Source: an optimization exercise on an open RTL-to-GDS flow (aim: small area and a short achievable clock period). Production flows keep margins and buffers that such runs may drop. Where RTL was checked, it was by simulation tests only, not by an equivalence proof against the original. No functional check of the RTL was part of runs 1, 2 and 5.

===== design/flow/run.sh =====
#!/bin/bash
# synth_recipe.tcl (not shown) runs the flow's synth.tcl, then flattens the netlist and writes it again
# the make line also repeats each setting of config.mk as NAME=value (left out here)
make -C /OpenROAD-flow-scripts/flow DESIGN_CONFIG=/design/flow/config.mk WORK_HOME=/design/flow/orfs CLKGATE_MAP_FILE= SYNTH_SCRIPT=/design/flow/synth_recipe.tcl finish

===== design/flow/config.mk =====
export PLATFORM = sky130hd
export DESIGN_NAME = Subsystem
export DESIGN_NICKNAME = Subsystem
export VERILOG_FILES = /design/flow/design.v
export SDC_FILE = /design/flow/constraint.sdc
export NUM_CORES = 4
export LEC_CHECK = 0
export ABC_AREA = 1
export CAP_MARGIN = 20
export CORE_MARGIN = 2
export CORE_UTILIZATION = 40
export SLEW_MARGIN = 20

===== design/flow/constraint.sdc =====
create_clock -name core_clock -period 15.0 [get_ports {clk}]
set_input_delay 3.0000 -clock core_clock [delete_from_list [all_inputs] [get_ports {clk}]]
set_output_delay 3.0000 -clock core_clock [all_outputs]
set_load 0.01 [all_outputs]

===== design/flow/design.v =====
module step_rom(idx, step);
  input [6:0] idx;
  wire [6:0] idx;
  output [14:0] step;
  wire [14:0] step;
  wire n0;
  wire n1;
  wire n10;
  wire n100;
  wire n101;
  wire n102;
  wire n103;
  wire n104;
  wire n105;
  wire n106;
  wire n107;
  wire n108;
  wire n109;
  wire n11;
  wire n110;
  wire n111;
  wire n112;
  wire n113;
  wire n114;
  wire n115;
  wire n116;
  wire n117;
  wire n118;
  wire n119;
  wire n12;
  wire n120;
  wire n121;
  wire n122;
  wire n123;
  wire n124;
  wire n125;
  wire n126;
  wire n127;
  wire n128;
  wire n129;
  wire n13;
  wire n130;
  wire n131;
  wire n132;
  wire n133;
  wire n134;
  wire n135;
  wire n136;
  wire n137;
  wire n138;
  wire n139;
  wire n14;
  wire n140;
  wire n141;
  wire n142;
  wire n143;
  wire n144;
  wire n145;
  wire n146;
  wire n147;
  wire n148;
  wire n149;
  wire n15;
  wire n150;
  wire n151;
  wire n152;
  wire n153;
  wire n154;
  wire n155;
  wire n156;
  wire n157;
  wire n158;
  wire n159;
  wire n16;
  wire n160;
  wire n161;
  wire n162;
  wire n163;
  wire n164;
  wire n165;
  wire n166;
  wire n167;
  wire n168;
  wire n169;
  wire n17;
  wire n170;
  wire n171;
  wire n172;
  wire n173;
  wire n174;
  wire n175;
  wire n176;
  wire n177;
  wire n178;
  wire n179;
  wire n18;
  wire n180;
  wire n181;
  wire n182;
  wire n183;
  wire n184;
  wire n185;
  wire n186;
  wire n187;
  wire n188;
  wire n189;
  wire n19;
  wire n190;
  wire n191;
  wire n192;
  wire n193;
  wire n194;
  wire n195;
  wire n196;
  wire n197;
  wire n198;
  wire n199;
  wire n2;
  wire n20;
  wire n200;
  wire n201;
  wire n202;
  wire n203;
  wire n204;
  wire n205;
  wire n206;
  wire n207;
  wire n208;
  wire n209;
  wire n21;
  wire n210;
  wire n211;
  wire n212;
  wire n213;
  wire n214;
  wire n215;
  wire n216;
  wire n217;
  wire n22;
  wire n23;
  wire n24;
  wire n25;
  wire n26;
  wire n27;
  wire n28;
  wire n29;
  wire n3;
  wire n30;
  wire n31;
  wire n32;
  wire n33;
  wire n34;
  wire n35;
  wire n36;
  wire n37;
  wire n38;
  wire n39;
  wire n4;
  wire n40;
  wire n41;
  wire n42;
  wire n43;
  wire n44;
  wire n45;
  wire n46;
  wire n47;
  wire n48;
  wire n49;
  wire n5;
  wire n50;
  wire n51;
  wire n52;
  wire n53;
  wire n54;
  wire n55;
  wire n56;
  wire n57;
  wire n58;
  wire n59;
  wire n6;
  wire n60;
  wire n61;
  wire n62;
  wire n63;
  wire n64;
  wire n65;
  wire n66;
  wire n67;
  wire n68;
  wire n69;
  wire n7;
  wire n70;
  wire n71;
  wire n72;
  wire n73;
  wire n74;
  wire n75;
  wire n76;
  wire n77;
  wire n78;
  wire n79;
  wire n8;
  wire n80;
  wire n81;
  wire n82;
  wire n83;
  wire n84;
  wire n85;
  wire n86;
  wire n87;
  wire n88;
  wire n89;
  wire n9;
  wire n90;
  wire n91;
  wire n92;
  wire n93;
  wire n94;
  wire n95;
  wire n96;
  wire n97;
  wire n98;
  wire n99;
  assign n195 = ~idx[6];
  assign n194 = ~(idx[2] | idx[0]);
  assign n193 = n194 & ~(idx[1]);
  assign n192 = n193 | idx[3];
  assign n191 = ~(idx[1] | idx[0]);
  assign n190 = idx[2] & ~(n191);
  assign n189 = ~((n190 | n192) & idx[4]);
  assign n188 = ~(idx[2] | idx[1]);
  assign n187 = ~n188;
  assign n186 = idx[3] & ~(idx[4]);
  assign n185 = ~((n186 & n187) | idx[5]);
  assign step[13] = ~((n185 & n189) | n195);
  assign n184 = ~idx[5];
  assign n183 = ~idx[4];
  assign n182 = ~idx[3];
  assign n181 = ~idx[2];
  assign n180 = idx[1] & idx[0];
  assign n179 = n181 & ~(n180);
  assign n178 = idx[2] & ~(idx[1]);
  assign n177 = idx[1] & ~(idx[2]);
  assign n176 = ~(n177 | n178);
  assign n175 = ~n176;
  assign n174 = n182 ? n179 : n175;
  assign n173 = ~n191;
  assign n172 = n180 & ~(n181);
  assign n171 = n172 | idx[3];
  assign n170 = n173 & ~(n171);
  assign n169 = n183 ? n174 : n170;
  assign step[12] = ~((n169 & n184) | n195);
  assign n168 = idx[3] & ~(n179);
  assign n167 = ~(idx[5] & idx[4]);
  assign n166 = n168 & ~(n167);
  assign n165 = ~(n172 | n179);
  assign n164 = idx[3] ? idx[1] : n165;
  assign n163 = idx[2] & idx[0];
  assign n162 = ~n163;
  assign n161 = idx[0] & ~(idx[1]);
  assign n160 = ~(n161 | n178);
  assign n159 = ~((n160 & n162) | idx[3]);
  assign n158 = n183 ? n164 : n159;
  assign n157 = ~(n158 & n184);
  assign step[11] = n195 ? n166 : n157;
  assign n156 = n182 & ~(n180);
  assign n155 = n178 & ~(idx[0]);
  assign n154 = n155 | ~(n156);
  assign n153 = ~(idx[3] & idx[0]);
  assign n152 = ~((n153 & n154) | idx[4]);
  assign n151 = ~((n154 & idx[4]) | n152);
  assign n150 = ~((idx[3] | idx[2]) & idx[4]);
  assign n149 = n150 | n184;
  assign n148 = n149 | n168;
  assign step[10] = ~((n148 & n195) | (n151 & n184));
  assign n147 = ~idx[1];
  assign n146 = idx[2] ? n147 : n180;
  assign n145 = n182 ? idx[2] : n146;
  assign n144 = ~(n190 & idx[3]);
  assign n143 = idx[4] ? n145 : n144;
  assign n142 = idx[5] & ~(n143);
  assign n141 = idx[2] & idx[1];
  assign n140 = ~(n180 | n191);
  assign n139 = ~((n140 | n141) & n182);
  assign n138 = idx[2] & ~(idx[0]);
  assign n137 = ~(n140 & n181);
  assign n136 = n137 & ~(n138);
  assign n135 = ~n136;
  assign n134 = n181 ? n147 : n180;
  assign n133 = n182 ? n135 : n134;
  assign n132 = idx[4] ? n139 : n133;
  assign n131 = n132 | idx[5];
  assign step[9] = n195 ? n142 : n131;
  assign n130 = ~(n178 | n193);
  assign n129 = ~n130;
  assign n128 = idx[1] & ~(idx[0]);
  assign n127 = n128 | idx[2];
  assign n126 = n138 | ~(n127);
  assign n125 = n182 ? n129 : n126;
  assign n124 = ~n141;
  assign n123 = idx[3] ? n190 : n124;
  assign n122 = idx[4] ? n125 : n123;
  assign n121 = idx[5] & ~(n122);
  assign n120 = n126 | idx[3];
  assign n119 = n161 | n181;
  assign n118 = n177 | idx[3];
  assign n117 = n118 | ~(n119);
  assign n116 = n181 & ~(n161);
  assign n115 = idx[3] & ~(n128);
  assign n114 = n115 & ~(n116);
  assign n113 = n117 & ~(n114);
  assign n112 = idx[4] ? n120 : n113;
  assign n111 = n112 | idx[5];
  assign step[8] = n195 ? n121 : n111;
  assign n110 = idx[4] & ~(idx[5]);
  assign n109 = ~n110;
  assign n108 = ~(n141 & idx[3]);
  assign n107 = idx[3] ? n116 : n135;
  assign n106 = n181 ? n147 : n140;
  assign n105 = n182 ? n141 : n106;
  assign n104 = idx[4] ? n107 : n105;
  assign n103 = ~((n104 | n184) & (n108 | n109));
  assign n102 = n181 ? n147 : n128;
  assign n101 = n182 & ~(n102);
  assign n100 = idx[1] & ~(n194);
  assign n99 = n100 | n182;
  assign n98 = ~idx[0];
  assign n97 = n181 ? n98 : n161;
  assign n96 = ~(n97 & n182);
  assign n95 = n96 & n99;
  assign n94 = idx[4] ? n101 : n95;
  assign n93 = ~(n94 & n184);
  assign step[7] = n195 ? n103 : n93;
  assign n92 = n115 ? idx[2] : n116;
  assign n91 = n182 ? n146 : n126;
  assign n90 = idx[4] ? n92 : n91;
  assign n89 = idx[3] ? n124 : n172;
  assign n88 = n89 & ~(n183);
  assign n87 = idx[5] ? n90 : n88;
  assign n86 = ~(n127 & n162);
  assign n85 = n191 | idx[2];
  assign n84 = n182 ? n86 : n85;
  assign n83 = idx[4] ? n117 : n84;
  assign n82 = n83 | idx[5];
  assign step[6] = n195 ? n87 : n82;
  assign n81 = ~((n128 & n182) | n183);
  assign n80 = ~((n137 | n182) & n96);
  assign n79 = ~((n80 & n183) | n81);
  assign n78 = ~(n79 & n184);
  assign n77 = ~(n146 & idx[3]);
  assign n76 = n77 & n171;
  assign n75 = n177 & ~(idx[0]);
  assign n74 = ~(n75 | n155);
  assign n73 = idx[0] & ~(idx[2]);
  assign n72 = n73 & ~(idx[1]);
  assign n71 = ~(n138 | n72);
  assign n70 = n182 ? n74 : n71;
  assign n69 = ~n140;
  assign n68 = idx[2] ? n128 : n69;
  assign n67 = idx[3] ? n160 : n68;
  assign n66 = idx[4] ? n70 : n67;
  assign n65 = ~((n66 | n184) & (n76 | n109));
  assign step[5] = idx[6] ? n78 : n65;
  assign n64 = n140 & ~(n181);
  assign n63 = ~(n64 | n116);
  assign n62 = ~(n172 | n194);
  assign n61 = idx[3] ? n63 : n62;
  assign n60 = ~n128;
  assign n59 = ~((n162 & n60) | idx[3]);
  assign n58 = n183 ? n61 : n59;
  assign n57 = ~(n58 & n184);
  assign n56 = n147 ? idx[0] : n194;
  assign n55 = ~(n56 & idx[3]);
  assign n54 = ~(n156 & idx[2]);
  assign n53 = n183 ? n182 : n54;
  assign n52 = ~(n53 & n55);
  assign n51 = ~n146;
  assign n50 = n116 | n190;
  assign n49 = idx[3] ? n51 : n50;
  assign n48 = n182 ? n188 : n160;
  assign n47 = n183 ? n49 : n48;
  assign n46 = n184 ? n52 : n47;
  assign step[4] = idx[6] ? n57 : n46;
  assign n45 = n147 ? n73 : n138;
  assign n44 = n182 ? n56 : n45;
  assign n43 = ~n74;
  assign n42 = n161 | n194;
  assign n41 = idx[3] ? n43 : n42;
  assign n40 = idx[4] ? n44 : n41;
  assign n39 = ~(n144 & n192);
  assign n38 = n181 ? idx[1] : n128;
  assign n37 = n181 ? idx[0] : n140;
  assign n36 = ~n37;
  assign n35 = n182 ? n38 : n36;
  assign n34 = n183 ? n39 : n35;
  assign n33 = idx[5] ? n40 : n34;
  assign n32 = n182 ? n119 : n85;
  assign n31 = n176 ^ idx[0];
  assign n30 = n31 | idx[3];
  assign n29 = n183 ? n32 : n30;
  assign n28 = n29 | idx[5];
  assign step[3] = n195 ? n33 : n28;
  assign n27 = idx[3] ? n162 : n36;
  assign n26 = ~(n190 | n193);
  assign n25 = n182 ? n26 : n42;
  assign n24 = idx[4] ? n27 : n25;
  assign n23 = idx[3] ? n60 : n100;
  assign n22 = ~n180;
  assign n21 = ~((n138 | n182) & n22);
  assign n20 = idx[4] ? n23 : n21;
  assign n19 = n20 | n184;
  assign n18 = ~((n24 | idx[5]) & n19);
  assign n17 = ~n75;
  assign n16 = n182 ? n17 : n119;
  assign n15 = n118 | n64;
  assign n14 = n183 ? n16 : n15;
  assign n13 = n14 | idx[5];
  assign step[2] = n195 ? n18 : n13;
  assign n12 = idx[2] ? n191 : n22;
  assign n11 = ~(n141 | n191);
  assign n10 = ~n11;
  assign n9 = n182 ? n12 : n10;
  assign n8 = idx[3] ? n72 : n75;
  assign n7 = n119 & ~(n8);
  assign n6 = idx[4] ? n9 : n7;
  assign n5 = n6 | n184;
  assign n4 = ~(idx[3] | idx[0]);
  assign n3 = n4 | idx[2];
  assign n2 = n181 ? n128 : n69;
  assign n1 = n182 ? n69 : n2;
  assign n0 = ~((n1 & n183) | (n3 & n81));
  assign n217 = ~((n0 | idx[5]) & n5);
  assign n216 = n141 | ~(n4);
  assign n215 = n181 ? n98 : n22;
  assign n214 = idx[3] ? n127 : n215;
  assign n213 = idx[4] ? n216 : n214;
  assign n212 = n213 | idx[5];
  assign step[1] = n195 ? n217 : n212;
  assign n211 = n181 ? n98 : n191;
  assign n210 = n182 ? n173 : n211;
  assign n209 = ~((n130 & n182) | n183);
  assign n208 = n184 & ~(n209);
  assign n207 = ~((n210 | idx[4]) & n208);
  assign n206 = ~((n127 & idx[3]) | n43);
  assign n205 = n181 ? n161 : n140;
  assign n196 = n182 ? n180 : n205;
  assign n197 = n183 ? n206 : n196;
  assign n198 = idx[3] ? n69 : n11;
  assign n199 = n181 ? n173 : n60;
  assign n200 = n182 ? n98 : n199;
  assign n201 = idx[4] ? n198 : n200;
  assign n202 = idx[5] ? n197 : n201;
  assign step[0] = idx[6] ? n207 : n202;
  assign n203 = n191 | n183;
  assign n204 = n150 & ~(idx[5]);
  assign step[14] = ~((n204 & n203) | n195);
endmodule
module index_updator (
    input  logic [6:0] idx,
    input  logic [2:0] code,
    output logic [6:0] idx_next
);
    logic [7:0] sum;
    always_comb begin
        sum = {1'b0, idx} + {4'd0, code[1:0], 1'b0} + 8'd2;
        if (code[2]) begin
            idx_next = (sum > 8'd88) ? 7'd88 : sum[6:0];
        end else begin
            idx_next = (idx == 7'd0) ? 7'd0 : idx - 7'd1;
        end
    end
endmodule
module rca #(parameter W = 16) (
    input  logic [W-1:0] a,
    input  logic [W-1:0] b,
    input  logic         ci,
    output logic [W-1:0] s,
    output logic         co
);
    logic [W:0] c;
    assign c[0] = ci;
    genvar i;
    generate for (i = 0; i < W; i = i + 1) begin : g
        assign s[i]   = a[i] ^ b[i] ^ c[i];
        assign c[i+1] = (a[i] & b[i]) | (c[i] & (a[i] ^ b[i]));
    end endgenerate
    assign co = c[W];
endmodule
module pfa #(parameter W = 16) (
    input  logic [W-1:0] a,
    input  logic [W-1:0] b,
    input  logic         ci,
    output logic [W-1:0] s,
    output logic         co
);
    localparam L = $clog2(W + 1);
    logic [W:0] g [0:L];
    logic [W:0] p [0:L];
    assign g[0][0] = ci;
    assign p[0][0] = 1'b0;
    genvar i, l;
    generate
        for (i = 0; i < W; i = i + 1) begin : gi
            assign g[0][i+1] = a[i] & b[i];
            assign p[0][i+1] = a[i] ^ b[i];
        end
        for (l = 0; l < L; l = l + 1) begin : gl
            for (i = 0; i <= W; i = i + 1) begin : gb
                if (((i >> l) & 1) == 1) begin : cmb
                    localparam integer J = ((i >> l) << l) - 1;
                    assign g[l+1][i] = g[l][i] | (p[l][i] & g[l][J]);
                    assign p[l+1][i] = p[l][i] & p[l][J];
                end else begin : pas
                    assign g[l+1][i] = g[l][i];
                    assign p[l+1][i] = p[l][i];
                end
            end
        end
        for (i = 0; i < W; i = i + 1) begin : gs
            assign s[i] = p[0][i+1] ^ g[L][i];
        end
    endgenerate
    assign co = g[L][W];
endmodule
module Subsystem
          (clk,
           reset_x,
           clk_enable,
           in1,
           ce_out,
           Out1,
           Out2);
  input   clk;
  input   reset_x;
  input   clk_enable;
  input   signed [15:0] in1;
  output  ce_out;
  output  signed [15:0] Out1;
  output  signed [3:0] Out2;
  logic [15:0] enc_x;       
  logic        enc_v;       
  logic [3:0]  enc_code;    
  logic        enc_vo;      
  logic [6:0]  enc_idx;     
  logic [15:0] enc_pre;     
  logic [14:0] es;
  step_rom enc_rom (.idx(enc_idx), .step(es));
  logic [16:0] e;
  logic        e_co;
  pfa #(17) u_e (.a({enc_x[15], enc_x}), .b(~{enc_pre[15], enc_pre}), .ci(1'b1), .s(e), .co(e_co));
  logic sgn;
  assign sgn = e[16];
  logic [15:0] en, m;
  logic        en_co;
  pfa #(16) u_en (.a(enc_pre), .b(~enc_x), .ci(1'b1), .s(en), .co(en_co));
  assign m = sgn ? en : e[15:0];
  logic [15:0] d1, d2, d3, r1, r2, r3;
  logic        b2, b1, b0;
  pfa #(16) u_q1 (.a(m),  .b(~{1'b0, es}),        .ci(1'b1), .s(d1), .co(b2));
  assign r1 = b2 ? d1 : m;
  pfa #(16) u_q2 (.a(r1), .b(~{2'b0, es[14:1]}),  .ci(1'b1), .s(d2), .co(b1));
  assign r2 = b1 ? d2 : r1;
  pfa #(16) u_q3 (.a(r2), .b(~{3'b0, es[14:2]}),  .ci(1'b1), .s(d3), .co(b0));
  assign r3 = b0 ? d3 : r2;
  logic [15:0] y, pn;
  logic        y_co, pn_co;
  rca #(16) u_y (.a(enc_x), .b({4'd0, es[14:3]} ^ {16{sgn}}), .ci(sgn), .s(y), .co(y_co));
  pfa #(16) u_p (.a(y), .b(r3 ^ {16{~sgn}}), .ci(~sgn), .s(pn), .co(pn_co));
  logic [6:0] e_idx_n;
  index_updator enc_iu (.idx(enc_idx), .code({b2, b1, b0}), .idx_next(e_idx_n));
  always_ff @(posedge clk) begin
    if (reset_x) begin
      enc_x    <= 16'd0;
      enc_v    <= 1'b0;
      enc_code <= 4'd0;
      enc_vo   <= 1'b0;
      enc_idx  <= 7'd0;
      enc_pre  <= 16'd0;
    end else begin
      enc_x    <= in1;
      enc_v    <= clk_enable;
      enc_code <= {sgn, b2, b1, b0};
      enc_vo   <= enc_v;
      enc_idx  <= e_idx_n;
      enc_pre  <= {pn[15:1], pn[0] | (pn[15] & ~|pn[14:0])};
    end
  end
  logic [3:0]  dec_code;    
  logic        dec_en;
  logic [6:0]  dec_idx;
  logic [15:0] dec_out;     
  logic [14:0] ds;
  step_rom dec_rom (.idx(dec_idx), .step(ds));
  logic [6:0]  d_idx_n;
  index_updator dec_iu (.idx(dec_idx), .code(dec_code[2:0]), .idx_next(d_idx_n));
  logic [15:0] t0, t1, t2, t3;
  assign t0 = {4'd0, ds[14:3]};
  assign t1 = dec_code[2] ? {1'b0, ds} : 16'd0;
  assign t2 = dec_code[1] ? {2'd0, ds[14:1]} : 16'd0;
  assign t3 = dec_code[0] ? {3'd0, ds[14:2]} : 16'd0;
  logic [15:0] cs1, cc1, cs2, cc2, dq;
  logic        dq_co;
  assign cs1 = t0 ^ t1 ^ t2;
  assign cc1 = {(t0[14:0] & t1[14:0]) | (t0[14:0] & t2[14:0]) | (t1[14:0] & t2[14:0]), 1'b0};
  assign cs2 = cs1 ^ cc1 ^ t3;
  assign cc2 = {(cs1[14:0] & cc1[14:0]) | (cs1[14:0] & t3[14:0]) | (cc1[14:0] & t3[14:0]), 1'b0};
  rca #(16) u_dq (.a(cs2), .b(cc2), .ci(1'b0), .s(dq), .co(dq_co));
  logic [16:0] sm;
  logic        sm_co;
  rca #(17) u_o (.a({dec_out[15], dec_out}), .b({dq[15], dq} ^ {17{dec_code[3]}}), .ci(dec_code[3]),
                  .s(sm), .co(sm_co));
  logic [15:0] d_next;
  always_comb begin
    if (sm[16] != sm[15])                  d_next = sm[16] ? 16'h8001 : 16'h7fff;
    else if (sm[15:0] == 16'h8000)         d_next = 16'h8001;
    else                                   d_next = sm[15:0];
  end
  always_ff @(posedge clk) begin
    if (reset_x) begin
      dec_code <= 4'd0;
      dec_en   <= 1'b0;
      dec_idx  <= 7'd0;
      dec_out  <= 16'd0;
    end else begin
      dec_code <= enc_vo ? enc_code : 4'd0;
      dec_en   <= enc_vo;
      dec_idx  <= d_idx_n;
      dec_out  <= dec_en ? d_next : 16'd0;
    end
  end
  assign Out1   = dec_out;
  assign Out2   = enc_code;
  assign ce_out = clk_enable;
endmodule

==> results of run 1 <==
## sequential cells by signal, summed over array words and instances (netlist names)
register / cells
dec_idx: 7
enc_x: 16
enc_code: 4
enc_pre: 16
enc_vo: 1
enc_idx: 7
enc_v: 1
dec_out: 16
dec_en: 1
dec_code: 4
## cell type report
| type | count | area, µm² | share of cell area (%) |
|---|---|---|---|
| tap | 390 | 488 | 3.78 |
| multi-input combinational | 1322 | 9090 | 70.4 |
| clock inverter | 6 | 91.3 | 0.708 |
| clock buffer | 10 | 229 | 1.77 |
| inverter | 284 | 1070 | 8.26 |
| timing repair buffer | 52 | 483 | 3.74 |
| sequential | 73 | 1460 | 11.3 |
## placed cells by master, fill, tap and decap left out, types with 4 or more instances in the layout
cell | Yosys | layout
nand2_1 | 331 | 331
inv_1 | 274 | 273
nor2_1 | 212 | 212
ha_1 | 125 | 125
o21ai_0 | 101 | 101
a21oi_1 | 98 | 98
fa_1 | 89 | 89
nand3_1 | 74 | 74
dfxtp_1 | 73 | 73
xor2_1 | 55 | 55
clkdlybuf4s50_1 | 0 | 38
xnor2_1 | 34 | 34
nand2_2 | 18 | 18
o211ai_1 | 17 | 17
nor3_1 | 16 | 16
or2_2 | 13 | 13
buf_4 | 5 | 13
o31ai_1 | 11 | 11
o221ai_1 | 11 | 11
nand4_1 | 11 | 11
o22ai_1 | 10 | 10
clkbuf_16 | 0 | 9
nand3_2 | 8 | 8
a31oi_1 | 7 | 7
clkinv_1 | 6 | 6
o21a_1 | 6 | 6
inv_2 | 4 | 5
o21bai_1 | 5 | 5
a211oi_1 | 5 | 5
a21o_1 | 4 | 4
a21oi_2 | 4 | 4
nand3b_1 | 4 | 4
a32o_1 | 4 | 4
a221oi_1 | 4 | 4
## tightest hold or removal path: cells and delay by family (launching register included)
family,cells,cell delay (ns)
flip-flops,1,0.30
buffers and inverters,1,0.04
AND/OR/NAND/NOR,1,0.03
## per-layer routing
metal / vias up / wire (µm)
li1: 5609 / -
met1: 5255 / 15200
met2: 452 / 16400
met3: 82 / 2170
met4: 0 / 963
met5: - / 0
## worst max-delay path by stage
stage	slack, ns	to	startpoint
floorplan	4.19	enc_pre[0]	enc_x[7]
global placement	2.66	enc_pre[0]	enc_x[1]
detailed placement	2.27	enc_pre[0]	enc_x[1]
CTS	2.26	enc_pre[0]	enc_x[1]
global route	0.91	enc_pre[0]	enc_x[3]
finish	2.22	enc_pre[0]	enc_x[1]
## logic make-up after synthesis
kind of cell	Yosys count	share of synthesized area [%]
AOI/OAI and AO/OA	313	16.1
xor gates and xnor gates	89	6.58
adders and majority gates	214	28.2
buffers and inverters	339	10.9
DFF	73	12.3
muxes	1	0.0951
and+or+nand+nor	705	25.8
==> impl_metrics.tcl, run 1 <==
set metrics [dict create \
    outcome "no timing/DRC/antenna violations" \
    cpPeakStageDelay_ns 0.65 \
    rsz0062_at_grt "false" \
    critPathBufInv 6 \
    r2r-end "enc_pre[0]" \
    rrSetupSlack_ns 2.22 \
    viasPerCell 5.33 \
    gp_congestion 0.956 \
    holdPathStages 2 \
    syn-cell-area_um2 11800 \
    clk_pin_slew_ns 0.06 \
    synth_top_flop_cell "dfxtp_1" \
    fin_cells 2137 \
    ys_types 61 \
    critPathMaxFanout 41 \
    drc 0 \
    rows 63 \
    synth_area_leaders "fa_1 (15%), ha_1 (13%), dfxtp_1 (12%)" \
    drv_slew 0 \
    syn_avg_cell_area_um2 6.83 \
    ioPinCount 40 \
    final.setup.worst_slack_ns 2.22 \
    hold_class "register to register" \
    cts_setup_buffers 0 \
    area_growth_pct 8.97 \
    cts_tree "yes" \
    async_reset_ff_share_pct 0 \
    nFillCells 3031 \
    dieArea_um2 31000 \
    yosysTopAreaCellShare_pct 15.0 \
    grt_pass1_wl_um 55900 \
    ant_nets 0 \
    io_buffers 39 \
    grt_use_met2_pct 38.2 \
    required_ns 15.29 \
    met3_usage_pct 3.53 \
    yosysMostFrequentCell "nand2_1" \
    insertion_delay_ns 0.35 \
    synth_edf_count 0 \
    ys_seq_area_share_pct 12.3 \
    finalHoldViolations 0 \
    clock.fmax_mhz 78.2 \
    placedCellCount 2121 \
    die_w_um 176 \
    drive_gt1_share_pct 5.38 \
    finalCriticalPeriod_ns 12.79 \
    final_core_util_pct 43.9 \
    ctsHoldBuffers 0 \
    start_util_pct 40.3 \
    rr_worst_depth 65 \
    synth-seq-cells 73 \
    hold_end "enc_vo" \
    cts-htree-levels 3 \
    grt_max_degree 46 \
    fin_crit_sh_pct 85.2 \
    grt.total_usage_pct 22.6 \
    synthTopCellsByCount "nand2_1 (331), inv_1 (274), nor2_1 (212)" \
    critical_path_class "register to register" \
    syn_inst 1734 \
    timing.hold.ws_ns 0.411 \
    worstMarginPinSlew_ns 0.896 \
    dieHeight_um 176 \
    maxSlewHeadroom_pct 40.3 \
    clock_sinks 73 \
    clk_path_buf_depth 2 \
    antenna_found_initial 0 \
    hp-start "enc_v" \
    drtPass1Iterations 7 \
    cp_common_cell "nand2_1" \
    diodes 0 \
    rr_startpoint "enc_x[1]" \
    critPathCaptureType "register" \
    finalSetupTns_ns 0 \
    crit_cells 65 \
    vias 11400 \
    synthesis.nets 1967 \
    cts-buffers-inserted 9 \
    routed_wl_um 34700 \
    place_worst_setup_slack_ns 2.27 \
    use_met1_pct 29.5 \
    grt.overflow.total 0 \
    final_cell_area_um2 12900 \
    top_usage_layer "met2" \
    num-nets-final 1975 \
    grt_pass1_vias 11000 \
    cts_root_buffer "clkbuf_16" \
    finalSetupViolations 0 \
    critPathTopFamily "simple AND/OR/NAND/NOR gates" \
    wire_per_inst_um 16.2 \
    drv_cap 0 \
    synth_top_area_cell "fa_1" \
    post_cts_resize_count 0 \
    arrival_ns 13.07 \
    clock_skew_ns 0.00636 \
    place_area_um2 12600 \
    drt_iter0_markers 919 \
    fp.coreArea_um2 29400 \
    crit_slowest_cell "inv_2" \
    start_kind "register" \
    dp_hpwl_um 27700 \
    synth_warnings 8 \
]
==> run 2: changes to the inputs <==
--- a/design/flow/config.mk
+++ b/design/flow/config.mk
@@ -10,3 +10,4 @@
 export CORE_MARGIN = 2
 export CORE_UTILIZATION = 40
+export SETUP_SLACK_MARGIN = 4
 export SLEW_MARGIN = 20
==> run 2 against run 1 <==
  * Still clean on timing, DRC and antenna
  * Non-clock buffer count up 30
  * Core utilization up 2.2 points
  * Hold slack got worse by 0.0024 ns
  * First-iteration DRC count increased by 7.2%
  * Synthesized cell count stayed put
  * Critical path depth fell by 33
  * Register-to-register slack better by 2.3 ns
  * Via count up 2.3%
  * Critical path type unchanged
  * Highest routed layer unchanged
==> impl_metrics.tcl, run 2 <==
set metrics [dict create \
    outcome "no timing/DRC/antenna violations" \
    drv_cap 0 \
    finalCriticalPeriod_ns 10.52 \
    clk_pin_slew_ns 0.06 \
    synthSimpleGateAreaFrac_pct 25.8 \
    num-nets-final 2013 \
    cpPeakStageDelay_ns 0.55 \
    synth_area_leaders "fa_1 (15%), ha_1 (13%), dfxtp_1 (12%)" \
    fin_crit_sh_pct 70.2 \
    synth_compound_area_share_pct 16.1 \
    grt_pass1_wl_um 56800 \
    reg_top3 "dec_out: 16 flops, enc_pre: 16 flops, enc_x: 16 flops" \
    viasPerCell 5.36 \
    drt_iter0_markers 985 \
    ctsHoldBuffers 0 \
    synthesis.nets 1967 \
    grt.overflow.total 0 \
    gp_congestion 0.956 \
    finalSetupViolations 0 \
    ioPinCount 40 \
    r2r-end "dec_out[11]" \
    rsz0062_at_grt "true" \
    maxSlewHeadroom_pct 34.7 \
    clock_skew_ns 0.00825 \
    finalHoldViolations 0 \
    clock_sinks 73 \
    yosysTopAreaCellShare_pct 15.0 \
    syn-cell-area_um2 11800 \
    wire_per_inst_um 16.7 \
    hold_class "register to register" \
    cts_tree "yes" \
    vias 11700 \
    timing.hold.ws_ns 0.409 \
    critPathCapture "dec_out[11]" \
    drtPass1Iterations 8 \
    synth_top_family_by_area "adder cells" \
    cts-buffers-inserted 9 \
    ys_types 61 \
    crit_slowest_cell "fa_1" \
    final_cell_mix "nand2_1 (324), inv_1 (265), nor2_1 (206)" \
    dieHeight_um 176 \
    critPathMaxFanout 28 \
    synthTopCellsByCount "nand2_1 (331), inv_1 (274), nor2_1 (212)" \
    start_kind "register" \
    arrival_ns 10.80 \
    die_w_um 176 \
    rr_startpoint "dec_idx[3]" \
    fp.coreArea_um2 29400 \
    synthMuxAreaShare_pct 0.0951 \
    cts_root_buffer "clkbuf_16" \
    synth-seq-cells 73 \
    cp-startpoint "dec_idx[3]" \
    diodes 0 \
    syn_avg_cell_area_um2 6.83 \
    synth-xor-area-share_pct 6.58 \
    rrSetupSlack_ns 4.48 \
    required_ns 15.28 \
    rows 63 \
    cp_common_cell "fa_1" \
    rr_worst_depth 32 \
    ys_seq_area_share_pct 12.3 \
    placedCellCount 2121 \
    fin_cells 2175 \
    synthAdderAreaFrac_pct 28.2 \
    async_reset_ff_share_pct 0 \
    clk_path_buf_depth 2 \
    start_util_pct 40.3 \
    critical_path_class "register to register" \
    dp_hpwl_um 27700 \
    synth_top_area_cell "fa_1" \
    ant_nets 0 \
    holdPathStages 2 \
    drv_slew 0 \
    routed_wl_um 36400 \
    drc 0 \
    grt_pass1_vias 11100 \
    grt.total_usage_pct 23.0 \
    worstMarginPinSlew_ns 0.980 \
    antenna_found_initial 0 \
    finalSetupTns_ns 0 \
    area_growth_pct 14.5 \
    io_buffers 39 \
    yosysMostFrequentCell "nand2_1" \
    insertion_delay_ns 0.35 \
    syn_inst 1734 \
    synth_warnings 8 \
    critPathCaptureType "register" \
    synth_edf_count 0 \
    grt_max_degree 46 \
    final_common_cell "nand2_1" \
    dieArea_um2 31000 \
    cts-htree-levels 3 \
    clock.fmax_mhz 95.0 \
    synth_top_flop_cell "dfxtp_1" \
    drive_gt1_share_pct 11.1 \
]
-- run 2: cell counts after synthesis --
No cell type changed its count.
-- run 2: worst min-delay path by stage --
stage | startpoint | to
after floorplan | enc_v | enc_vo
after global placement | enc_v | enc_vo
after detailed placement | enc_v | enc_vo
after CTS | enc_v | enc_vo
after global routing | enc_v | enc_vo
final | enc_v | enc_vo
-- run 2: area by class of cell --
class / instances / area (µm²)
timing repair inverter: 6 / 42.5
tap: 390 / 488
sequential: 73 / 1490
fill: 2981 / 15800
clock buffer: 10 / 229
timing repair buffer: 82 / 737
clock inverter: 6 / 91.3
multi-input combinational: 1324 / 9380
inverter: 284 / 1110
-- run 2: worst max-delay path: cells and delay by family, from the launching register on --
family                   cells  cell delay, ns
AND/OR/NAND/NOR              5            0.71
AO/OA/AOI/OAI                2            0.44
adder cells (fa/ha/maj)     18            7.73
buffers and inverters        6            1.05
XOR/XNOR                     1            0.17
flip-flops                   1            0.30
-- run 2: what timing repair did --
| action | in CTS | in global routing |
|---|---|---|
| endpoints found under the setup margin | 39 | 37 |
| gates resized for setup | 23 | 78 |
| cloned | 5 | 3 |
| hold endpoints to repair | 0 | 0 |
| buffers inserted | 6 | 24 |
| pin swaps | 4 | 11 |
-- run 2: kinds of logic after synthesis --
logic type      count (synthesis)
mux                             1
flops                          73
compound gates                313
xor+xnor                       89
simple gates                  705
fa+ha+maj                     214
buf+inv                       339
-- run 2: metal layers --
metal	wire length [µm]	up-vias	GRT usage [%]
met5	0	-	0
met4	1100	0	7.95
met1	15900	5394	30.2
met3	2460	96	3.49
met2	17000	467	38.7
li1	-	5703	-
-- run 2: through the flow --
step / util (%) / instance area (µm²) / worst slack (ns)
after global routing: 46.1 / 13600 / 3.87
after CTS: 44.4 / 13100 / 4.00
final: 46.1 / 13600 / 4.48
after global placement: 42.8 / 12600 / 2.66
after floorplan: - / 11800 / 4.19
after detailed placement: 42.8 / 12600 / 2.27
==> run 3: changes to the inputs <==
--- a/design/flow/design.v
+++ b/design/flow/design.v
@@ -494,5 +494,5 @@
     output logic         co
 );
-    localparam L = $clog2(W + 1);
+    localparam L = ((W + 1) <= 2 ? 1 : (W + 1) <= 4 ? 2 : (W + 1) <= 8 ? 3 : (W + 1) <= 16 ? 4 : (W + 1) <= 32 ? 5 : 6);
     logic [W:0] g [0:L];
     logic [W:0] p [0:L];
--- a/design/flow/config.mk
+++ b/design/flow/config.mk
@@ -10,4 +10,4 @@
 export CORE_MARGIN = 2
 export CORE_UTILIZATION = 40
-export SETUP_SLACK_MARGIN = 4
+export SETUP_SLACK_MARGIN = 5
 export SLEW_MARGIN = 20
==> run 3 against run 2 <==
  * Still clean
  * Via count up 3.7%
  * Final area grew 7.6%
  * Critical path depth rose by 32
  * Global-route usage increased by 0.94 points
  * Flip-flop and latch count did not move
  * Sequential share of layout area decreased by 0.62 points
  * Maximum frequency rose by 7.8%
  * Clock skew increased by 0.0042 ns
  * Core utilization grew 3.5 points
  * Critical endpoint is now enc_pre[0]
  * Largest cell class unchanged
  * Highest routed layer unchanged
==> impl_metrics.tcl, run 3 <==
set metrics [dict create \
    finalSetupViolations 0 \
    async_reset_ff_share_pct 0 \
    clock_sinks 73 \
    finalHoldViolations 0 \
    hold_class "register to register" \
    viasPerCell 5.42 \
    syn_avg_cell_area_um2 6.83 \
    multi_input_area_um2 9870 \
    finalCriticalPeriod_ns 9.76 \
    arrival_ns 10.05 \
    syn_inst 1734 \
    yosysTopAreaCellShare_pct 15.0 \
    synth_warnings 8 \
    place_area_um2 12700 \
    rrSetupSlack_ns 5.24 \
    start_kind "register" \
    grt_max_degree 46 \
    rows 63 \
    clk_path_buf_depth 2 \
    cts-buffers-inserted 9 \
    timing.hold.ws_ns 0.414 \
    insertion_delay_ns 0.36 \
    final_cell_mix "nand2_1 (316), inv_1 (257), nor2_1 (197)" \
    seq_area_um2 1510 \
    outcome "no timing/DRC/antenna violations" \
    final.setup.worst_slack_ns 5.24 \
    drv_cap 0 \
    drt_iter0_markers 931 \
    clk_pin_slew_ns 0.07 \
    rsz0062_at_grt "true" \
    synth-seq-cells 73 \
    yosysMostFrequentCell "nand2_1" \
    critical_path_class "register to register" \
    grt.overflow.total 0 \
    area_growth_pct 23.2 \
    cp-startpoint "enc_x[13]" \
    num-nets-final 2069 \
    cp_common_cell "nand2_1" \
    final_core_util_pct 49.6 \
    final_common_cell "nand2_1" \
    clock_skew_ns 0.0124 \
    worstMarginPinSlew_ns 0.960 \
    synthTopCellsByCount "nand2_1 (331), inv_1 (274), nor2_1 (212)" \
    start_util_pct 40.3 \
    io_buffers 39 \
    cts-htree-levels 3 \
    r2r-end "enc_pre[0]" \
    required_ns 15.29 \
    ctsHoldBuffers 0 \
    vias 12100 \
    synth_area_leaders "fa_1 (15%), ha_1 (13%), dfxtp_1 (12%)" \
    synth_edf_count 0 \
    cts_tree "yes" \
    grt_pass1_vias 11600 \
    gp_congestion 0.959 \
    drc 0 \
    maxSlewHeadroom_pct 36.0 \
    clock.fmax_mhz 102 \
    ant_nets 0 \
    reg_top3 "dec_out: 16 flops, enc_pre: 16 flops, enc_x: 16 flops" \
    drive_gt1_share_pct 18.9 \
    dieArea_um2 31000 \
    synthesis.nets 1967 \
    syn-cell-area_um2 11800 \
    ioPinCount 40 \
    antenna_found_initial 0 \
    rr_worst_depth 64 \
    grt_pass1_wl_um 59600 \
    ys_seq_area_share_pct 12.3 \
    place_worst_setup_slack_ns 2.26 \
    cts_root_buffer "clkbuf_16" \
    drtPass1Iterations 6 \
    dieHeight_um 176 \
    dp_hpwl_um 27800 \
    routed_wl_um 37900 \
    critPathCapture "enc_pre[0]" \
    finalSetupTns_ns 0 \
    synth_top_area_cell "fa_1" \
    grt.total_usage_pct 24.0 \
    synth_top_flop_cell "dfxtp_1" \
    critPathCaptureType "register" \
    critPathMaxFanout 9 \
    nFillCells 2855 \
    fin_crit_sh_pct 65.1 \
    die_w_um 176 \
    crit_slowest_cell "fa_2" \
    cpPeakStageDelay_ns 0.47 \
    drv_slew 0 \
    fp.coreArea_um2 29400 \
    wire_per_inst_um 17.0 \
    rr_startpoint "enc_x[13]" \
    ys_types 61 \
    diodes 0 \
    final_cell_area_um2 14600 \
]
[run 3: final cells by class]
type	instances	share of cell area, %
Timing Repair Buffer	139	8.57
Clock buffer	10	1.64
Tap cell	390	3.34
Multi-Input combinational cell	1323	67.6
Timing Repair inverter	6	0.266
Sequential cell	73	10.4
Clock inverter	6	0.497
Inverter	284	7.68
[run 3: timing repair]
item / in CTS / in global routing
setup buffers: 36 / 46
hold endpoints to repair: 0 / 0
resized for setup: 86 / 138
cloned: 7 / 2
setup endpoints to repair: 40 / 36
pin swaps: 21 / 56
[run 3: cells by family (layout without fill, tap and decap cells)]
group           after synthesis  in the layout  synth area share (%)
fa+ha+maj                   214            214                  28.2
flops                        73             73                  12.3
compound gates              313            313                  16.1
simple gates                705            706                  25.8
buf+inv                     339            445                  10.9
xor+xnor                     89             89                  6.58
mux                           1              1                0.0951
[run 3: how the worst min path moves through the flow]
| stage | endpoint | depth (start not counted) | start |
|---|---|---|---|
| after detailed placement | enc_vo | 2 | enc_v |
| final | enc_vo | 2 | enc_v |
| after global routing | enc_vo | 2 | enc_v |
| after CTS | enc_vo | 2 | enc_v |
| after global placement | enc_vo | 2 | enc_v |
| after floorplan | enc_vo | 2 | enc_v |
[run 3: layer usage]
metal  up-vias  global-route usage, %  wire, µm
li1       5803                      -         -
met1      5642                   32.2     16300
met2       535                   39.5     17500
met3       107                   3.17      2710
met4         0                   8.40      1320
met5         -                      0         0
[run 3: worst max-delay path: cells and delay by family (launching register included)]
kind / cells / cell delay (ns)
simple gates: 30 / 3.19
compound gates: 18 / 2.83
fa+ha+maj: 6 / 1.83
buf+inv: 8 / 1.03
xor+xnor: 2 / 0.44
flops: 1 / 0.34
[run 3: stage by stage]
step           instances
2_1_floorplan       1734
3_3_place_gp        2124
3_5_place_dp        2124
4_1_cts             2183
5_1_grt             2231
6_report            2231
==> run 4: changes to the inputs <==
--- a/design/flow/config.mk
+++ b/design/flow/config.mk
@@ -7,7 +7,7 @@
 export LEC_CHECK = 0
 export ABC_AREA = 1
-export CAP_MARGIN = 20
+export CAP_MARGIN = 50
 export CORE_MARGIN = 2
 export CORE_UTILIZATION = 40
 export SETUP_SLACK_MARGIN = 5
-export SLEW_MARGIN = 20
+export SLEW_MARGIN = 70
==> run 4 against run 3 <==
  * Final area increased by 3.3%
  * Critical path type unchanged
  * Register-to-register slack got worse by 0.02 ns
  * Critical path depth increased by 2
  * Area after synthesis unchanged
  * Setup slack got worse by 0.022 ns
  * Clock-buffer cell count unchanged
==> impl_metrics.tcl, run 4 <==
set metrics [dict create \
    fp.coreArea_um2 29400 \
    yosysMostFrequentCell "nand2_1" \
    clk_path_buf_depth 2 \
    ant_nets 0 \
    grt.total_usage_pct 24.1 \
    drv_cap 0 \
    place_area_um2 12800 \
    dp_hpwl_um 27900 \
    clock_skew_ns 0.00963 \
    rows 63 \
    final_cell_mix "nand2_1 (303), inv_1 (237), nor2_1 (194)" \
    drc 0 \
    critPathCaptureType "register" \
    cts-buffers-inserted 9 \
    wire_per_inst_um 17.2 \
    ys_types 61 \
    synthesis.nets 1967 \
    synth_area_leaders "fa_1 (15%), ha_1 (13%), dfxtp_1 (12%)" \
    final.setup.worst_slack_ns 5.22 \
    grt.overflow.total 0 \
    crit_slowest_cell "fa_4" \
    grt_max_degree 46 \
    syn_avg_cell_area_um2 6.83 \
    yosysTopAreaCellShare_pct 15.0 \
    synthTopCellsByCount "nand2_1 (331), inv_1 (274), nor2_1 (212)" \
    gp_congestion 0.959 \
    synth_top_flop_cell "dfxtp_1" \
    cts-htree-levels 3 \
    critical_path_class "register to register" \
    io_buffers 39 \
    routed_wl_um 38600 \
    dieArea_um2 31000 \
    start_kind "register" \
    grt_pass1_wl_um 59500 \
    final_common_cell "nand2_1" \
    ioPinCount 40 \
    drive_gt1_share_pct 23.5 \
    cp_common_cell "nand2_1" \
    diodes 0 \
    synth_top_area_cell "fa_1" \
    outcome "no timing/DRC/antenna violations" \
    finalSetupViolations 0 \
    rsz0062_at_grt "true" \
    async_reset_ff_share_pct 0 \
    timing.hold.ws_ns 0.413 \
    clock.fmax_mhz 102 \
    clock_sinks 73 \
    clk_pin_slew_ns 0.07 \
    synth_edf_count 0 \
    ctsHoldBuffers 0 \
    viasPerCell 5.44 \
    finalCriticalPeriod_ns 9.78 \
    cts_root_buffer "clkbuf_16" \
    finalSetupTns_ns 0 \
    final_cell_area_um2 15100 \
    num-nets-final 2081 \
    reg_top3 "dec_out: 16 flops, enc_pre: 16 flops, enc_x: 16 flops" \
    vias 12200 \
    required_ns 15.29 \
    synth-seq-cells 73 \
    start_util_pct 40.3 \
    hold_class "register to register" \
    fin_crit_sh_pct 65.2 \
    insertion_delay_ns 0.36 \
    cpPeakStageDelay_ns 0.55 \
    area_growth_pct 27.2 \
    drv_slew 0 \
    synth_warnings 8 \
    critPathMaxFanout 7 \
    grt_pass1_vias 11600 \
    place_worst_setup_slack_ns 2.77 \
    dieHeight_um 176 \
    die_w_um 176 \
    maxSlewHeadroom_pct 67.6 \
    syn_inst 1734 \
    drtPass1Iterations 6 \
    cts_tree "yes" \
    arrival_ns 10.07 \
    ys_seq_area_share_pct 12.3 \
    antenna_found_initial 0 \
    worstMarginPinSlew_ns 0.485 \
    syn-cell-area_um2 11800 \
    finalHoldViolations 0 \
    drt_iter0_markers 977 \
]
[run 4: cell counts after synthesis]
Identical to the previous run, type by type.
[run 4: final cells by class]
cell class                      count  area (µm²)
Fill cell                        2868       14300
Multi-Input combinational cell   1322       10200
Sequential cell                    73        1520
Timing Repair Buffer              154        1420
Inverter                          284        1140
Tap cell                          390         488
Clock buffer                       10         239
Clock inverter                      6        71.3
Timing Repair inverter              4        26.3
[run 4: worst max-delay path: cells and delay by family (launching register included)]
family                   cells  cell delay, ns
AO/OA/AOI/OAI               13            1.75
AND/OR/NAND/NOR             31            3.17
adder cells (fa/ha/maj)      8            2.68
XOR/XNOR                     3            0.55
flip-flops                   1            0.36
buffers and inverters       11            1.15
[run 4: final timing paths]
check,from,end,slack (ns),depth (start not counted)
worst max register to register,enc_x[13],enc_pre[0],5.22,66
worst max-delay path,enc_x[13],enc_pre[0],5.22,66
worst min-delay path,enc_v,enc_vo,0.41,2
worst min register to register,enc_v,enc_vo,0.41,2
[run 4: what timing repair did]
action                     in CTS  in global routing
setup endpoints to repair      39                 36
setup buffers                  39                 55
resized for setup              93                210
pin swaps                      27                 89
gates cloned                    4                  3
[run 4: layer usage]
metal	GRT usage, %	routed length, µm	up-vias
met1	31.8	15900	5701
met5	0	0	-
met2	39.8	18300	550
met4	8.13	1410	0
li1	-	-	5826
met3	4.16	3040	125
[run 4: cell families after synthesis]
family          count (synthesis)  share of synthesized area, %
simple gates                  705                          25.8
buf+inv                       339                          10.9
compound gates                313                          16.1
fa+ha+maj                     214                          28.2
xor+xnor                       89                          6.58
flops                          73                          12.3
mux                             1                        0.0951
[run 4: metrics by stage]
stage                     std cells  util, %
after floorplan                1734        -
after global placement         2124     43.1
after detailed placement       2125     43.4
after CTS                      2184     46.9
after global routing           2243     51.3
final                          2243     51.3
==> run 5: changes to the inputs <==
--- a/design/flow/design.v
+++ b/design/flow/design.v
@@ -471,20 +471,4 @@
     end
 endmodule
-module rca #(parameter W = 16) (
-    input  logic [W-1:0] a,
-    input  logic [W-1:0] b,
-    input  logic         ci,
-    output logic [W-1:0] s,
-    output logic         co
-);
-    logic [W:0] c;
-    assign c[0] = ci;
-    genvar i;
-    generate for (i = 0; i < W; i = i + 1) begin : g
-        assign s[i]   = a[i] ^ b[i] ^ c[i];
-        assign c[i+1] = (a[i] & b[i]) | (c[i] & (a[i] ^ b[i]));
-    end endgenerate
-    assign co = c[W];
-endmodule
 module pfa #(parameter W = 16) (
     input  logic [W-1:0] a,
@@ -494,5 +478,5 @@
     output logic         co
 );
-    localparam L = ((W + 1) <= 2 ? 1 : (W + 1) <= 4 ? 2 : (W + 1) <= 8 ? 3 : (W + 1) <= 16 ? 4 : (W + 1) <= 32 ? 5 : 6);
+    localparam L = $clog2(W + 1);
     logic [W:0] g [0:L];
     logic [W:0] p [0:L];
@@ -523,4 +507,59 @@
     assign co = g[L][W];
 endmodule
+module pfa2 #(parameter W = 16) (
+    input  logic [W-1:0] a,
+    input  logic [W-1:0] b,
+    output logic [W-1:0] s0,
+    output logic [W-1:0] s1
+);
+    localparam L = $clog2(W);
+    logic [W-1:0] g [0:L];
+    logic [W-1:0] p [0:L];
+    genvar i, l;
+    generate
+        for (i = 0; i < W; i = i + 1) begin : gi
+            assign g[0][i] = a[i] & b[i];
+            assign p[0][i] = a[i] ^ b[i];
+        end
+        for (l = 0; l < L; l = l + 1) begin : gl
+            for (i = 0; i < W; i = i + 1) begin : gb
+                if (((i >> l) & 1) == 1) begin : cmb
+                    localparam integer J = ((i >> l) << l) - 1;
+                    assign g[l+1][i] = g[l][i] | (p[l][i] & g[l][J]);
+                    assign p[l+1][i] = p[l][i] & p[l][J];
+                end else begin : pas
+                    assign g[l+1][i] = g[l][i];
+                    assign p[l+1][i] = p[l][i];
+                end
+            end
+        end
+        assign s0[0] = p[0][0];
+        assign s1[0] = ~p[0][0];
+        for (i = 1; i < W; i = i + 1) begin : gs
+            assign s0[i] = p[0][i] ^ g[L][i-1];
+            assign s1[i] = p[0][i] ^ (g[L][i-1] | p[L][i-1]);
+        end
+    endgenerate
+endmodule
+module pco #(parameter W = 16) (
+    input  logic [W-1:0] a,
+    input  logic [W-1:0] b,
+    output logic         co
+);
+    logic [W-1:0] s;
+    logic         c;
+    pfa #(W) u (.a(a), .b(b), .ci(1'b0), .s(s), .co(c));
+    assign co = c;
+endmodule
+module csa #(parameter W = 16) (
+    input  logic [W-1:0] a,
+    input  logic [W-1:0] b,
+    input  logic [W-1:0] c,
+    output logic [W-1:0] s,
+    output logic [W-1:0] cy
+);
+    assign s  = a ^ b ^ c;
+    assign cy = (a & b) | (a & c) | (b & c);
+endmodule
 module Subsystem
           (clk,
@@ -546,25 +585,49 @@
   logic [14:0] es;
   step_rom enc_rom (.idx(enc_idx), .step(es));
-  logic [16:0] e;
-  logic        e_co;
-  pfa #(17) u_e (.a({enc_x[15], enc_x}), .b(~{enc_pre[15], enc_pre}), .ci(1'b1), .s(e), .co(e_co));
+  logic [15:0] s0, sh1, sh2, sh3;    
+  assign s0  = {1'b0, es};
+  assign sh1 = {2'b0, es[14:1]};
+  assign sh2 = {3'b0, es[14:2]};
+  assign sh3 = {4'b0, es[14:3]};
+  logic [16:0] e, em1;
+  pfa2 #(17) u_e (.a({enc_x[15], enc_x}), .b(~{enc_pre[15], enc_pre}), .s0(em1), .s1(e));
   logic sgn;
   assign sgn = e[16];
-  logic [15:0] en, m;
-  logic        en_co;
-  pfa #(16) u_en (.a(enc_pre), .b(~enc_x), .ci(1'b1), .s(en), .co(en_co));
-  assign m = sgn ? en : e[15:0];
-  logic [15:0] d1, d2, d3, r1, r2, r3;
-  logic        b2, b1, b0;
-  pfa #(16) u_q1 (.a(m),  .b(~{1'b0, es}),        .ci(1'b1), .s(d1), .co(b2));
-  assign r1 = b2 ? d1 : m;
-  pfa #(16) u_q2 (.a(r1), .b(~{2'b0, es[14:1]}),  .ci(1'b1), .s(d2), .co(b1));
-  assign r2 = b1 ? d2 : r1;
-  pfa #(16) u_q3 (.a(r2), .b(~{3'b0, es[14:2]}),  .ci(1'b1), .s(d3), .co(b0));
-  assign r3 = b0 ? d3 : r2;
-  logic [15:0] y, pn;
-  logic        y_co, pn_co;
-  rca #(16) u_y (.a(enc_x), .b({4'd0, es[14:3]} ^ {16{sgn}}), .ci(sgn), .s(y), .co(y_co));
-  pfa #(16) u_p (.a(y), .b(r3 ^ {16{~sgn}}), .ci(~sgn), .s(pn), .co(pn_co));
+  logic [15:0] nm;
+  assign nm = sgn ? em1[15:0] : ~e[15:0];
+  logic c1, c2, c3, c4, c5, c6, c7;
+  logic k1, k2, k4;
+  pco #(16) u_c1 (.a(nm), .b(sh2), .co(k1));
+  pco #(16) u_c2 (.a(nm), .b(sh1), .co(k2));
+  pco #(16) u_c4 (.a(nm), .b(s0),  .co(k4));
+  assign c1 = ~k1;
+  assign c2 = ~k2;
+  assign c4 = ~k4;
+  logic [15:0] sa, ca, sb, cb, sc, cc, sd, cd;
+  logic        ka, kb, kc, kd;
+  csa #(16) u_ra (.a(nm), .b(s0),  .c(sh2), .s(sa), .cy(ca));           
+  pco #(16) u_c5 (.a(sa), .b({ca[14:0], 1'b0}), .co(ka));
+  assign c5 = ~(ka | ca[15]);
+  csa #(16) u_rb (.a(sa), .b({ca[14:0], 1'b0}), .c(sh1), .s(sb), .cy(cb));  
+  pco #(16) u_c7 (.a(sb), .b({cb[14:0], 1'b0}), .co(kb));
+  assign c7 = ~(kb | ca[15] | cb[15]);
+  csa #(16) u_rc (.a(nm), .b(sh1), .c(sh2), .s(sc), .cy(cc));          
+  pco #(16) u_c3 (.a(sc), .b({cc[14:0], 1'b0}), .co(kc));
+  assign c3 = ~(kc | cc[15]);
+  csa #(16) u_rd (.a(nm), .b(s0),  .c(sh1), .s(sd), .cy(cd));           
+  pco #(16) u_c6 (.a(sd), .b({cd[14:0], 1'b0}), .co(kd));
+  assign c6 = ~(kd | cd[15]);
+  logic b2, b1, b0;
+  assign b2 = c4;
+  assign b1 = b2 ? c6 : c2;
+  assign b0 = b2 ? (b1 ? c7 : c5) : (b1 ? c3 : c1);
+  logic [15:0] msk;
+  assign msk = {16{sgn}};
+  logic [15:0] q1, q2, q3, r1, r2, r3, pn;
+  logic        pn_co;
+  csa #(16) u_p1 (.a(enc_pre), .b(sh3 ^ msk), .c((s0 & {16{b2}}) ^ msk), .s(q1), .cy(r1));
+  csa #(16) u_p2 (.a(q1), .b({r1[14:0], sgn}), .c((sh1 & {16{b1}}) ^ msk), .s(q2), .cy(r2));
+  csa #(16) u_p3 (.a(q2), .b({r2[14:0], sgn}), .c((sh2 & {16{b0}}) ^ msk), .s(q3), .cy(r3));
+  pfa #(16) u_p (.a(q3), .b({r3[14:0], sgn}), .ci(sgn), .s(pn), .co(pn_co));
   logic [6:0] e_idx_n;
   index_updator enc_iu (.idx(enc_idx), .code({b2, b1, b0}), .idx_next(e_idx_n));
@@ -601,13 +664,11 @@
   logic [15:0] cs1, cc1, cs2, cc2, dq;
   logic        dq_co;
-  assign cs1 = t0 ^ t1 ^ t2;
-  assign cc1 = {(t0[14:0] & t1[14:0]) | (t0[14:0] & t2[14:0]) | (t1[14:0] & t2[14:0]), 1'b0};
-  assign cs2 = cs1 ^ cc1 ^ t3;
-  assign cc2 = {(cs1[14:0] & cc1[14:0]) | (cs1[14:0] & t3[14:0]) | (cc1[14:0] & t3[14:0]), 1'b0};
-  rca #(16) u_dq (.a(cs2), .b(cc2), .ci(1'b0), .s(dq), .co(dq_co));
+  csa #(16) u_d1 (.a(t0), .b(t1), .c(t2), .s(cs1), .cy(cc1));
+  csa #(16) u_d2 (.a(cs1), .b({cc1[14:0], 1'b0}), .c(t3), .s(cs2), .cy(cc2));
+  pfa #(16) u_dq (.a(cs2), .b({cc2[14:0], 1'b0}), .ci(1'b0), .s(dq), .co(dq_co));
   logic [16:0] sm;
   logic        sm_co;
-  rca #(17) u_o (.a({dec_out[15], dec_out}), .b({dq[15], dq} ^ {17{dec_code[3]}}), .ci(dec_code[3]),
-                  .s(sm), .co(sm_co));
+  pfa #(17) u_o (.a({dec_out[15], dec_out}), .b({dq[15], dq} ^ {17{dec_code[3]}}), .ci(dec_code[3]),
+                 .s(sm), .co(sm_co));
   logic [15:0] d_next;
   always_comb begin
--- a/design/flow/config.mk
+++ b/design/flow/config.mk
@@ -7,7 +7,6 @@
 export LEC_CHECK = 0
 export ABC_AREA = 1
-export CAP_MARGIN = 50
+export CAP_MARGIN = 20
 export CORE_MARGIN = 2
 export CORE_UTILIZATION = 40
-export SETUP_SLACK_MARGIN = 5
-export SLEW_MARGIN = 70
+export SLEW_MARGIN = 20
==> run 5 against run 4 <==
  * Final area up 3.9%
  * Still clean on timing, DRC and antenna
  * Via count up 10%
  * Critical path depth down 21
  * Critical endpoint unchanged
==> impl_metrics.tcl, run 5 <==
set metrics [dict create \
    grt.overflow.total 0 \
    post_cts_resize_count 0 \
    async_reset_ff_share_pct 0 \
    start_kind "register" \
    top_usage_layer "met2" \
    finalHoldViolations 0 \
    synthTopCellsByCount "inv_1 (416), nand2_1 (364), nor2_1 (198)" \
    critPathMaxFanout 36 \
    reg_top3 "dec_out: 16 flops, enc_pre: 16 flops, enc_x: 16 flops" \
    synth-seq-cells 73 \
    rsz0062_at_grt "false" \
    fp.coreArea_um2 35700 \
    diodes 0 \
    cts_setup_buffers 0 \
    met3_usage_pct 2.00 \
    synth_top_flop_cell "dfxtp_1" \
    drtPass1Iterations 8 \
    synth_top_area_cell "fa_1" \
    use_met1_pct 30.0 \
    cts_root_buffer "clkbuf_16" \
    ioPinCount 40 \
    yosysMostFrequentCell "inv_1" \
    place_worst_setup_slack_ns 5.17 \
    antenna_found_initial 0 \
    wire_per_inst_um 16.3 \
    final_cell_mix "inv_1 (416), nand2_1 (364), nor2_1 (198)" \
    critical_path_class "register to register" \
    routed_wl_um 41700 \
    required_ns 15.28 \
    cts_tree "yes" \
    yosysTopAreaCellShare_pct 18.3 \
    ctsHoldBuffers 0 \
    outcome "no timing/DRC/antenna violations" \
    dieHeight_um 195 \
    start_util_pct 40.7 \
    syn_inst 2075 \
    gp_congestion 0.956 \
    drv_slew 0 \
    grt_max_degree 49 \
    fin_crit_sh_pct 65.8 \
    clock_sinks 73 \
    grt.total_usage_pct 22.2 \
    area_growth_pct 7.55 \
    finalSetupViolations 0 \
    synth_edf_count 0 \
    dieArea_um2 37900 \
    insertion_delay_ns 0.35 \
    drive_gt1_share_pct 6.07 \
    rows 69 \
    worstMarginPinSlew_ns 1.00 \
    critPathBufInv 9 \
    grt_pass1_vias 13500 \
    io_buffers 39 \
    dp_hpwl_um 34300 \
    synth_area_leaders "fa_1 (18%), ha_1 (16%), inv_1 (11%)" \
    num-nets-final 2431 \
    clock_skew_ns 0.0101 \
    critPathCaptureType "register" \
    drt_iter0_markers 1196 \
    finalSetupTns_ns 0 \
    rrSetupSlack_ns 5.12 \
    ys_seq_area_share_pct 10.0 \
    clock.fmax_mhz 101 \
    clk_pin_slew_ns 0.06 \
    clk_path_buf_depth 2 \
    hold_class "register to register" \
    syn-cell-area_um2 14600 \
    finalCriticalPeriod_ns 9.88 \
    final_common_cell "inv_1" \
    cts-htree-levels 3 \
    drv_cap 0 \
    cts-buffers-inserted 9 \
    die_w_um 195 \
    synthesis.nets 2418 \
    ant_nets 0 \
    synth_warnings 11 \
    grt_pass1_wl_um 68700 \
    grt_use_met2_pct 38.1 \
    final.setup.worst_slack_ns 5.12 \
    maxSlewHeadroom_pct 33.2 \
    syn_avg_cell_area_um2 7.02 \
    arrival_ns 10.15 \
    crit_slowest_cell "inv_1" \
    critPathTopFamily "simple AND/OR/NAND/NOR gates" \
    ys_types 64 \
    cpPeakStageDelay_ns 0.52 \
    nFillCells 3726 \
    viasPerCell 5.26 \
    drc 0 \
    vias 13400 \
]
==> run 5: through the flow <==
stage	utilization [%]	instances	area (µm²)	hold WS [ns]
after global routing	43.8	2554	15700	0.452
after global placement	43.0	2538	15400	0.414
final	43.8	2554	15700	0.429
after floorplan	-	2075	14600	0.388
after detailed placement	43.0	2538	15400	0.424
after CTS	43.8	2554	15700	0.434
==> run 5: cells by family (layout without fill, tap and decap cells) <==
group | after synthesis | after routing | share of synthesized area, %
compound gates | 347 | 347 | 14.2
buf+inv | 495 | 513 | 13.4
xor+xnor | 82 | 82 | 4.98
flops | 73 | 73 | 10.0
simple gates | 751 | 751 | 22.4
mux | 3 | 3 | 0.206
fa+ha+maj | 324 | 324 | 34.7
==> run 5: layer usage <==
metal  share of wire [%]  up-vias
li1                    -     6623
met1                  45     6296
met2                  47      454
met3                 5.7       71
met4                 2.2        0
met5                   0        -
==> run 5: final timing paths <==
check	from	cells past startpoint	to
min	enc_code[2]	2	dec_code[2]
max	enc_pre[0]	45	enc_pre[0]
max reg2reg	enc_pre[0]	45	enc_pre[0]
min reg2reg	enc_code[2]	2	dec_code[2]
==> run 5: layout make-up <==
class | count | area, µm² | share of cell area [%]
Clock buffer | 10 | 239 | 1.53
Multi-Input combinational cell | 1507 | 11200 | 71.3
Sequential cell | 73 | 1460 | 9.33
Timing Repair Buffer | 54 | 498 | 3.18
Inverter | 443 | 1680 | 10.7
Tap cell | 461 | 577 | 3.68
Clock inverter | 6 | 50.0 | 0.320
==> run 5: worst reg2reg max path: cells and delay by family (launching register included) <==
family,cells,cell delay [ns]
buffers and inverters,9,1.42
AO/OA/AOI/OAI,6,1.32
XOR/XNOR,1,0.48
flip-flops,1,0.38
AND/OR/NAND/NOR,22,3.42
adder cells (fa/ha/maj),7,2.76

-- separate check: timing with driven ports --
No port has a modelled driver above. Below, the same layouts with a new extraction and two added sets of constraints. Step 1 sets driving cells, clkbuf_16 on the clock port and buf_2 on the other inputs (assumed; they add their load-dependent delay and slew). Step 2 also shifts input and output timing later by t, the mid clock arrival at the registers, as if the neighbouring blocks saw the same clock. Three values: ideal ports, drivers, drivers and shift; two values: the first two.
run	t (ns)	slack for setup (ns)	worst slew at a driven data input, ns
run 1	0.398	2.215 / 2.215 / 2.215	0.05
run 2	0.399	4.477 / 4.477 / 4.477	0.05
run 3	0.403	5.237 / 5.237 / 5.237	0.05
run 4	0.397	5.216 / 5.216 / 5.216	0.06
run 5	0.389	5.123 / 5.123 / 5.123	0.07
After both steps every run listed still meets setup and hold.
